This design comes from an exercise in tuning for small area on the open sky130 flow, not from production work.
Where RTL was checked, it was by simulation tests only, not by an equivalence proof against the original.
The flow treats the clock pin as an ideal source, which a real chip does not have.
Power and IR drop assume default switching activity.

// CH3_VFD
module CH3_VFD(
	RESETN, CLK,
	KEY,
	LCD_E, LCD_RS, LCD_RW,
	LCD_DATA,
	PIEZO
);
Size in the first run: about 150 flip-flops, ~22 I/O pins.
Settings: LEC_CHECK=0, ABC_AREA=1, CAP_MARGIN=20, CORE_MARGIN=2, CORE_UTILIZATION=40, SLEW_MARGIN=20; clock period 10.0 ns.
standard.sh (not shown) runs the stock make flow with config.mk's settings and CLKGATE_MAP_FILE= SYNTH_SCRIPT=/design/flow/synth_recipe.tcl, a recipe that flattens the netlist after the stock synthesis.
==> flow/flow/run.sh <==
#!/bin/bash
# Own layout flow: the standard flow with two changes.
# 1. Synthesis maps the logic with an area-oriented ABC script
#    (flow/abc_area.script). Registers, their names and cells are the
#    standard synthesis's; only the combinational mapping differs.
# 2. Clock tree synthesis uses the options in flow/cts_args.txt (smaller
#    clock buffers, no dummy loads).
# 3. Every input and output port still gets its own buffer, of the cell
#    named in flow/port_buffer.txt.
# Each tool's output goes to a log file in this folder.
set -euo pipefail
W=$PWD
rm -rf "$W/scripts_area"
mkdir -p "$W/scripts_area"
cp -r "$FLOW_HOME/scripts/." "$W/scripts_area/"
cp "$W/flow/abc_area.script" "$W/scripts_area/abc_area.script"
bash standard.sh synth ABC_AREA=1 SCRIPTS_DIR="$W/scripts_area" > "$W/synth.log" 2>&1
CTS_ARGS="$(tr '\n' ' ' < "$W/flow/cts_args.txt")"
PORT_BUF="$(tr -d ' \n' < "$W/flow/port_buffer.txt")"
bash standard.sh finish "CTS_ARGS=$CTS_ARGS" "BUFFER_PORTS_ARGS=-buffer_cell $PORT_BUF" > "$W/layout.log" 2>&1
test -s "$W/out/final.def"
==> flow/flow/abc_area.script <==
strash
&get -n
&deepsyn -I 4 -T 60
&put
dch -f
amap
topo
==> flow/flow/cts_args.txt <==
-sink_clustering_enable -repair_clock_nets -dont_use_dummy_load -buf_list {sky130_fd_sc_hd__clkbuf_8} -sink_clustering_size 30 -sink_clustering_max_diameter 250
==> flow/flow/port_buffer.txt <==
sky130_fd_sc_hd__buf_1
Rerun with:
==> flow/flow/abc_area.script (replaced) <==
strash
&get -n
&deepsyn -T 90
&put
dch -f
amap -m -F 4 -A 10
topo
==> flow/flow/cts_args.txt (replaced) <==
-sink_clustering_enable -repair_clock_nets -dont_use_dummy_load -buf_list {sky130_fd_sc_hd__clkbuf_8}
--- a/flow/config.mk
+++ b/flow/config.mk
@@ -11 +11,2 @@
-export CORE_UTILIZATION = 40
+export CORE_UTILIZATION = 65
+export PLACE_DENSITY = 0.8
Via count climbs by 1.2%.
Total power drops by 0.54%.
Wire length drops by 1.8%.
Clock-buffer cell count is unchanged.
Rerun with:
--- a/flow/flow/run.sh
+++ b/flow/flow/run.sh
@@ -2 +2 @@
-# Own layout flow: the standard flow with two changes.
+# Own layout flow: the standard flow (standard.sh) with these changes.
@@ -6,2 +6,3 @@
-# 2. Clock tree synthesis uses the options in flow/cts_args.txt (smaller
-#    clock buffers, no dummy loads).
+# 2. Clock tree synthesis uses the options in flow/cts_args.txt: small
+#    clock buffers and no dummy loads. After it, flow/post_cts.tcl upsizes
+#    each clock buffer whose flip-flop clock pins see a slow slew.
@@ -10 +11,2 @@
-# Each tool's output goes to a log file in this folder.
+# Each tool's output goes to a log file in this folder (synth.log,
+# layout.log, and ORFS's own logs under orfs/logs).
@@ -20 +22,2 @@
-bash standard.sh finish "CTS_ARGS=$CTS_ARGS" "BUFFER_PORTS_ARGS=-buffer_cell $PORT_BUF" > "$W/layout.log" 2>&1
+bash standard.sh finish "CTS_ARGS=$CTS_ARGS" "BUFFER_PORTS_ARGS=-buffer_cell $PORT_BUF" \
+  "POST_CTS_TCL=$W/flow/post_cts.tcl" > "$W/layout.log" 2>&1
==> flow/flow/cts_args.txt (replaced) <==
-sink_clustering_enable -repair_clock_nets -dont_use_dummy_load -buf_list {sky130_fd_sc_hd__clkbuf_4} -root_buf sky130_fd_sc_hd__clkbuf_8
==> flow/flow/post_cts.tcl (new file) <==
estimate_parasitics -placement
set fixed 0
foreach pass {1 2 3} {
  set up {}
  foreach pin [get_pins -hierarchical */CLK] {
    set s [get_property $pin slew_max]
    if {$s eq "" || $s < 0.110} { continue }
    set net [get_nets -of_objects $pin]
    foreach drv [get_pins -of_objects $net -filter "direction==output"] {
      set inst [get_cells -of_objects $drv]
      set m [get_property $inst ref_name]
      if {[string match "sky130_fd_sc_hd__clkbuf_*" $m] && [lsearch $up [get_full_name $inst]] < 0} {
        lappend up [get_full_name $inst]
      }
    }
  }
  if {[llength $up] == 0} { break }
  foreach name $up {
    set inst [get_cells $name]
    set m [get_property $inst ref_name]
    set nm [string map {clkbuf_1 clkbuf_2 clkbuf_2 clkbuf_4 clkbuf_4 clkbuf_8 clkbuf_8 clkbuf_16} $m]
    if {$nm ne $m} { replace_cell $inst [get_lib_cells */$nm]; incr fixed }
  }
  estimate_parasitics -placement
}
puts "post_cts: upsized $fixed clock buffers"
detailed_placement
estimate_parasitics -placement
=>
- The changed run finished with timing, DRC and antenna clean
- register-to-register slack improved by 0.04 ns
- hold slack stays flat
- area after synthesis does not change
- total power shrinks by 5.3%
- global-route usage falls by 0.18 points
- final area decreases by 0.82%
- sequential power barely changes
- routed wire length came out lower by 0.56%
- worst setup slack gains 0.020 ns
Rerun with:
--- a/flow/flow/run.sh
+++ b/flow/flow/run.sh
@@ -4,2 +4,4 @@
-#    (flow/abc_area.script). Registers, their names and cells are the
-#    standard synthesis's; only the combinational mapping differs.
+#    (flow/abc_area.script), and leaves adders to ABC instead of mapping
+#    them to half/full adder cells first (ADDER_MAP_FILE empty). Registers,
+#    their names and cells are the standard synthesis's; only the
+#    combinational mapping differs.
@@ -19 +21 @@
-bash standard.sh synth ABC_AREA=1 SCRIPTS_DIR="$W/scripts_area" > "$W/synth.log" 2>&1
+bash standard.sh synth ABC_AREA=1 SCRIPTS_DIR="$W/scripts_area" ADDER_MAP_FILE= > "$W/synth.log" 2>&1
Outcome: Final area came out lower by 6.2%. Synthesized area came out lower by 6.3%. Via count came out lower by 0.33%.

* * *

== run A ==
Another version of the RTL of CH3_VFD (not shown whole).
Size: roughly 1000 cells after synthesis, ~150 flip-flops, about 22 I/O pins, about 8100 sq um of cells after synthesis.
Design CH3_VFD, start of the top module:
module CH3_VFD(
	RESETN, CLK,
	KEY,
	LCD_E, LCD_RS, LCD_RW,
	LCD_DATA,
	PIEZO
);
export LEC_CHECK = 0
export ABC_AREA = 1
export CAP_MARGIN = 20
export CORE_MARGIN = 2
export CORE_UTILIZATION = 40
export SLEW_MARGIN = 20
create_clock -name core_clock -period 10.0 [get_ports {CLK}]
==> flow/flow/run.sh <==
#!/bin/bash
# Own layout flow: the standard flow with two changes.
# 1. Synthesis maps the logic with an area-oriented ABC script
#    (flow/abc_area.script). Registers, their names and cells are the
#    standard synthesis's; only the combinational mapping differs.
# 2. Clock tree synthesis uses the options in flow/cts_args.txt (smaller
#    clock buffers, no dummy loads).
# Each tool's output goes to a log file in this folder.
set -euo pipefail
W=$PWD
rm -rf "$W/scripts_area"
mkdir -p "$W/scripts_area"
cp -r "$FLOW_HOME/scripts/." "$W/scripts_area/"
cp "$W/flow/abc_area.script" "$W/scripts_area/abc_area.script"
bash standard.sh synth ABC_AREA=1 SCRIPTS_DIR="$W/scripts_area" > "$W/synth.log" 2>&1
CTS_ARGS="$(tr '\n' ' ' < "$W/flow/cts_args.txt")"
bash standard.sh finish "CTS_ARGS=$CTS_ARGS" > "$W/layout.log" 2>&1
test -s "$W/out/final.def"
==> flow/flow/abc_area.script <==
strash
&get -n
&deepsyn -I 4 -T 60
&put
dch -f
amap
topo
==> flow/flow/cts_args.txt <==
-sink_clustering_enable -repair_clock_nets -dont_use_dummy_load
Run A finished all stages; the layout is clean.
Changes in run B relative to run A:
==> flow/flow/run.sh <==
#!/bin/bash
# Own layout flow: the standard flow with two changes.
# 1. Synthesis maps the logic with an area-oriented ABC script
#    (flow/abc_area.script). Registers, their names and cells are the
#    standard synthesis's; only the combinational mapping differs.
# 2. Clock tree synthesis uses the options in flow/cts_args.txt (smaller
#    clock buffers, no dummy loads).
# 3. Every input and output port still gets its own buffer, of the cell
#    named in flow/port_buffer.txt.
# Each tool's output goes to a log file in this folder.
set -euo pipefail
W=$PWD
rm -rf "$W/scripts_area"
mkdir -p "$W/scripts_area"
cp -r "$FLOW_HOME/scripts/." "$W/scripts_area/"
cp "$W/flow/abc_area.script" "$W/scripts_area/abc_area.script"
bash standard.sh synth ABC_AREA=1 SCRIPTS_DIR="$W/scripts_area" > "$W/synth.log" 2>&1
CTS_ARGS="$(tr '\n' ' ' < "$W/flow/cts_args.txt")"
PORT_BUF="$(tr -d ' \n' < "$W/flow/port_buffer.txt")"
bash standard.sh finish "CTS_ARGS=$CTS_ARGS" "BUFFER_PORTS_ARGS=-buffer_cell $PORT_BUF" > "$W/layout.log" 2>&1
test -s "$W/out/final.def"
==> flow/flow/cts_args.txt <==
-sink_clustering_enable -repair_clock_nets -dont_use_dummy_load -buf_list {sky130_fd_sc_hd__clkbuf_4 sky130_fd_sc_hd__clkbuf_8} -sink_clustering_size 25 -sink_clustering_max_diameter 80
==> flow/flow/port_buffer.txt (new file) <==
sky130_fd_sc_hd__buf_1
Findings:
- Looking at fmax, run B sits 0.013 GHz above run A.
- The global-route usage was comparable across run B and run A.
- Diff run A -> run B: sequential share of power increased 9.0 points; clock buffer count in the final layout essentially unchanged; number of cells in the design after placement essentially unchanged; time the worst path needs with I/O delays and setup decreased 0.37 ns.
Setup changes, run B to run C
==> flow/flow/run.sh <==
#!/bin/bash
# Own layout flow: the standard flow with two changes.
# 1. Synthesis maps the logic with an area-oriented ABC script
#    (flow/abc_area.script). Registers, their names and cells are the
#    standard synthesis's; only the combinational mapping differs.
# 2. Clock tree synthesis uses the options in flow/cts_args.txt (smaller
#    clock buffers, no dummy loads).
# Each tool's output goes to a log file in this folder.
set -euo pipefail
W=$PWD
rm -rf "$W/scripts_area"
mkdir -p "$W/scripts_area"
cp -r "$FLOW_HOME/scripts/." "$W/scripts_area/"
cp "$W/flow/abc_area.script" "$W/scripts_area/abc_area.script"
bash standard.sh synth ABC_AREA=1 SCRIPTS_DIR="$W/scripts_area" > "$W/synth.log" 2>&1
CTS_ARGS="$(tr '\n' ' ' < "$W/flow/cts_args.txt")"
bash standard.sh finish "CTS_ARGS=$CTS_ARGS" > "$W/layout.log" 2>&1
test -s "$W/out/final.def"
==> flow/flow/cts_args.txt <==
-sink_clustering_enable -repair_clock_nets -dont_use_dummy_load -buf_list {sky130_fd_sc_hd__clkbuf_4 sky130_fd_sc_hd__clkbuf_8}
removed: flow/flow/port_buffer.txt
### Flow results
The fraction of power consumed by combinational cells in run C was higher than what run B gave.
As far as global-route usage is concerned, run B and run C perform about the same.
Detailed-routed wire length on met2 on run C is up relative to run B.
Function was not checked in any run of this note: the RTL went through the layout flow alone.

## afterwards: timing with drivers on the ports
The flow's constraints put no driver on any port. The routed layouts listed below were extracted and timed again, unchanged, in two steps.
Step 1: set_driving_cell puts a clkbuf_16 on CLK and a buf_2 on each other input, an assumption about the parent block.
Step 2 adds t to the input delays and takes it off the output delays; t is the mean of the earliest and latest rising clock arrival at the registers after step 1. Input paths then give back, and output paths get back, about the clock's delay inside the block.
Slacks: no drivers / after step 1 / after step 2; pairs: no drivers / after step 1.
run	shift t [ns]	slack for setup (ns)	latest minus earliest clock arrival (ns)	pins driven straight from the clock port
the first run of note 1	0.488	3.404 / 3.424 / 2.935	0.035 / 0.035	1
the second run of note 1	0.478	4.260 / 4.261 / 3.784	0.037 / 0.037	1
the third run of note 1	0.458	4.280 / 4.279 / 3.821	0.033 / 0.032	1
the fourth run of note 1	0.468	3.458 / 3.461 / 2.993	0.039 / 0.039	1
run A	0.455	4.503 / 4.524 / 4.069	0.020 / 0.020	1
run B	0.484	4.876 / 4.896 / 4.413	0.039 / 0.039	1
run C	0.475	4.517 / 4.532 / 4.057	0.027 / 0.028	1
After both steps setup and hold are still met in every run listed. For the second run of note 1, which loses most, drivers alone change the setup slack by +0.001 ns; drivers and shift together by -0.476 ns.
